What follows belongs to an exercise in optimizing a design on an open flow for small area; a production flow would make more cautious choices.
Only simulation tests tie the RTL to the original design; equivalence was not proved.
No driver is modelled on the clock port, so clocking that relies on it looks cheaper here than on a real chip.
No activity file was given, so power comes from the tool's default toggle rates.

== job 8423 ==
==> flow/design.v (excerpt) <==
module vending_top (
    input  wire       clk,
    input  wire       sys_rst,
    input  wire       btn_reset,
    input  wire       btn_confirm,
    input  wire       btn_nickel,
    input  wire       btn_dime,
    input  wire       btn_quarter,
    input  wire       sw_sel0,
    input  wire       sw_sel1,
    input  wire       sw_restock,
    output wire [6:0] seg,
    output wire       dp,
    output wire [3:0] an,
    output wire [3:0] led
);
Size: about 400 cells after synthesis, ~26 I/O pins, roughly 0.0036 sq mm of cells after synthesis.
==> flow/config.mk <==
export PLATFORM = sky130hd
export DESIGN_NAME = vending_top
export DESIGN_NICKNAME = vending_top
export VERILOG_FILES = /design/flow/design.v
export SDC_FILE = /design/flow/constraint.sdc
export NUM_CORES = 4
export LEC_CHECK = 0
export ABC_AREA = 1
export CAP_MARGIN = 0
export CORE_MARGIN = 2
export CORE_UTILIZATION = 40
export GPL_TIMING_DRIVEN = 0
export SLEW_MARGIN = 0
==> flow/constraint.sdc <==
create_clock -name core_clock -period 10.0 [get_ports {clk}]
set_input_delay 2.0000 -clock core_clock [delete_from_list [all_inputs] [get_ports {clk}]]
set_output_delay 2.0000 -clock core_clock [all_outputs]
set_load 0.01 [all_outputs]
standard.sh (not shown) runs the stock make flow with config.mk's settings and CLKGATE_MAP_FILE= SYNTH_SCRIPT=/design/flow/synth_recipe.tcl, a recipe that flattens the netlist after the stock synthesis.
==> flow/flow/run.sh <==
#!/bin/bash
set -euo pipefail
W=$(pwd)
rm -rf "$W/scripts_mod"
cp -r "$FLOW_HOME/scripts" "$W/scripts_mod"
cp "$W/flow/abc_area.script" "$W/scripts_mod/abc_area.script"

bash standard.sh SCRIPTS_DIR="$W/scripts_mod" ADDER_MAP_FILE= synth > "$W/synth.log" 2>&1
rm -rf "$W/scripts_mod"

bash standard.sh \
  BUFFER_PORTS_ARGS="-buffer_cell sky130_fd_sc_hd__buf_1" \
  CTS_ARGS="-sink_clustering_enable -repair_clock_nets -dont_use_dummy_load -buf_list {sky130_fd_sc_hd__clkbuf_8} -root_buf sky130_fd_sc_hd__clkbuf_8" \
  POST_CTS_TCL="$W/flow/clk_downsize.tcl" \
  finish > "$W/pnr.log" 2>&1
==> flow/flow/abc_area.script <==
strash
&get -n
&st
&deepsyn -T 60
&nf -R 1000
&put
==> flow/flow/clk_downsize.tcl <==
proc clk_pin_worst_slew {} {
  set worst 0
  foreach pin [all_registers -clock_pins -edge_triggered] {
    foreach e {rise fall} {
      set s [sta::time_ui_sta [get_property $pin slew_max_$e]]
      set worst [expr {max($worst, $s * 1e12)}]
    }
  }
  return $worst
}
set limit 108
set db [ord::get_db]
set sizes {}
foreach n {sky130_fd_sc_hd__clkbuf_1 sky130_fd_sc_hd__clkbuf_2 sky130_fd_sc_hd__clkbuf_4} { lappend sizes [$db findMaster $n] }
estimate_parasitics -placement
puts "clock downsize: start worst slew [clk_pin_worst_slew] ps"
# leaves first, then the buffers that drive them
set bufs {}
foreach inst [[ord::get_db_block] getInsts] {
  if {[string match "clkbuf_*" [$inst getName]]} { lappend bufs [list [string match "clkbuf_0_*" [$inst getName]] $inst] }
}
foreach e [lsort -integer -index 0 $bufs] {
  set inst [lindex $e 1]
  set m [$inst getMaster]
  if {![string match "sky130_fd_sc_hd__clkbuf_*" [$m getName]]} continue
  if {![string match "clkbuf_*" [$inst getName]]} continue
  set done 0
  foreach s $sizes {
    if {$done} break
    $inst swapMaster $s
    estimate_parasitics -placement
    set w [clk_pin_worst_slew]
    if {$w <= $limit} {
      puts "clock downsize: [$inst getName] to [$s getName] ($w ps)"
      set done 1
    }
  }
  if {!$done} {
    $inst swapMaster $m
    estimate_parasitics -placement
    puts "clock downsize: keep [$inst getName] [$m getName]"
  }
}
puts "clock downsize: end worst slew [clk_pin_worst_slew] ps"
> inputs changed (job 8423 -> job 1795)
- CORE_UTILIZATION changed from 40 to 60
--- a/flow/flow/run.sh
+++ b/flow/flow/run.sh
@@ -1,2 +1,13 @@
 #!/bin/bash
+# Own layout flow: ORFS's standard flow (standard.sh) with three changes:
+#  - synthesis maps logic with an area-oriented ABC script (flow/abc_area.script:
+#    AIG resynthesis with &deepsyn, then area mapping with &nf), used through a
+#    copy of ORFS's scripts folder, and without extracting half/full adder
+#    cells; registers are mapped as in the standard synthesis;
+#  - input/output port buffers are the smallest buffer (buf_1);
+#  - clock tree synthesis uses clkbuf_8 buffers and no dummy loads; after it,
+#    flow/clk_downsize.tcl (run as ORFS's POST_CTS_TCL hook) turns each clock
+#    buffer into a clkbuf_4 where the estimated flip-flop clock-pin slew stays
+#    within 100 ps.
+# Each make run's full output goes to a log file in this folder.
 set -euo pipefail
==> flow/flow/clk_downsize.tcl <==
proc clk_pin_worst_slew {} {
  set worst 0
  foreach pin [all_registers -clock_pins -edge_triggered] {
    foreach e {rise fall} {
      set s [sta::time_ui_sta [get_property $pin slew_max_$e]]
      set worst [expr {max($worst, $s * 1e12)}]
    }
  }
  return $worst
}
set limit 100
set small [[ord::get_db] findMaster sky130_fd_sc_hd__clkbuf_4]
estimate_parasitics -placement
puts "clock downsize: start worst slew [clk_pin_worst_slew] ps"
foreach inst [[ord::get_db_block] getInsts] {
  set m [$inst getMaster]
  if {[$m getName] ne "sky130_fd_sc_hd__clkbuf_8"} continue
  if {![string match "clkbuf_*" [$inst getName]]} continue
  $inst swapMaster $small
  estimate_parasitics -placement
  set w [clk_pin_worst_slew]
  if {$w > $limit} {
    $inst swapMaster $m
    estimate_parasitics -placement
    puts "clock downsize: keep [$inst getName] ($w ps)"
  } else {
    puts "clock downsize: [$inst getName] to clkbuf_4 ($w ps)"
  }
}
puts "clock downsize: end worst slew [clk_pin_worst_slew] ps"
## What came out
- Job 8423 and job 1795 ended up with nearly the same clock skew.
- Diff job 8423 -> job 1795: via count of the first global-routing pass dropped 3.2%; fraction of standard cell area in multi-input logic saw an increase; count of clock tree sinks held steady; number of search-and-repair iterations in the first detailed-routing pass moved up.
- Between job 8423 and job 1795, the sequential share of layout area figures differ only marginally.
- Job 1795 vs job 8423 — routed wire length dropped about 1.1%.
- Job 8423 -> job 1795: final cell count decreased by a few percent
Setup changes, job 1795 to job 2737
- CORE_UTILIZATION: 60 -> 40
--- outcome ---
- Looking at the reports, job 2737 completed the entire flow and the layout it produced met the timing, DRC and antenna checks.
- Job 2737: internal power summed over all cells 9.0 uW below job 1795
- Compared with job 1795, job 2737 shows final critical-path required period higher by 0.024 ns.
- When job 2737 is set beside job 1795, its total power per unit cell area turns out to be 4.7 mW/mm^2 smaller.
- Note that the detailed router's first-iteration violation count recorded for job 2737 amounts to 0.45 times the value seen in job 1795.
- Sort job 2737 and job 1795 by cell area, descending, and job 2737 comes first.
[inputs] job 5509 vs job 2737
- changing CAP_MARGIN from 0 to 20
- removing GPL_TIMING_DRIVEN (formerly 0)
- changing SLEW_MARGIN from 0 to 20
--- a/flow/flow/run.sh
+++ b/flow/flow/run.sh
@@ -7,6 +7,3 @@
 #  - input/output port buffers are the smallest buffer (buf_1);
-#  - clock tree synthesis uses clkbuf_8 buffers and no dummy loads; after it,
-#    flow/clk_downsize.tcl (run as ORFS's POST_CTS_TCL hook) turns each clock
-#    buffer into a clkbuf_4 where the estimated flip-flop clock-pin slew stays
-#    within 100 ps.
+#  - clock tree synthesis uses small clock buffers and no dummy loads.
 # Each make run's full output goes to a log file in this folder.
@@ -23,4 +20,3 @@
   BUFFER_PORTS_ARGS="-buffer_cell sky130_fd_sc_hd__buf_1" \
-  CTS_ARGS="-sink_clustering_enable -repair_clock_nets -dont_use_dummy_load -buf_list {sky130_fd_sc_hd__clkbuf_8} -root_buf sky130_fd_sc_hd__clkbuf_8" \
-  POST_CTS_TCL="$W/flow/clk_downsize.tcl" \
+  CTS_ARGS="-sink_clustering_enable -repair_clock_nets -dont_use_dummy_load -buf_list {sky130_fd_sc_hd__clkbuf_4 sky130_fd_sc_hd__clkbuf_8} -root_buf sky130_fd_sc_hd__clkbuf_8 -sink_clustering_size 30 -sink_clustering_max_diameter 150" \
   finish > "$W/pnr.log" 2>&1
removed: flow/flow/clk_downsize.tcl
Notes after the runs:
The maximum frequency of job 5509 was superior to that of job 2737.
Compared with job 2737, job 5509 shows later-pin clock latency in the skew report lower by 0.07 ns.
For the routed metal-1 wirelength, job 5509 came in 1.5% lower than job 2737 did.
Job 5509 vs job 2737: total vias in the final route up by a few percent
Job 5509 against job 2737: final non-filler cell area now larger; sequential portion of the cell area now smaller.

## static timing again, ports no longer ideal
The flow's constraints put no driver on any port. The routed layouts listed below were extracted and timed again, unchanged, in two steps.
Step 1, drivers: a clkbuf_16 drives clk and a buf_2 each remaining input, both assumed.
Step 2 times the ports against the registers' clock, not the clock port: input delays grow and output delays shrink by t, the midpoint of the rising clock arrivals with the driver on.
Slacks: ideal / step 1 / step 2; pairs: ideal / step 1.
| run | t (ns) | setup WS [ns] | pins driven straight from the clock port |
|---|---|---|---|
| job 8423 | 0.518 | 2.598 / 2.570 / 3.087 | 1 |
| job 1795 | 0.434 | 2.710 / 2.683 / 3.117 | 1 |
| job 2737 | 0.432 | 2.685 / 2.657 / 3.089 | 1 |
| job 5509 | 0.362 | 2.898 / 2.868 / 3.231 | 1 |
After both steps every run listed still meets setup and hold.
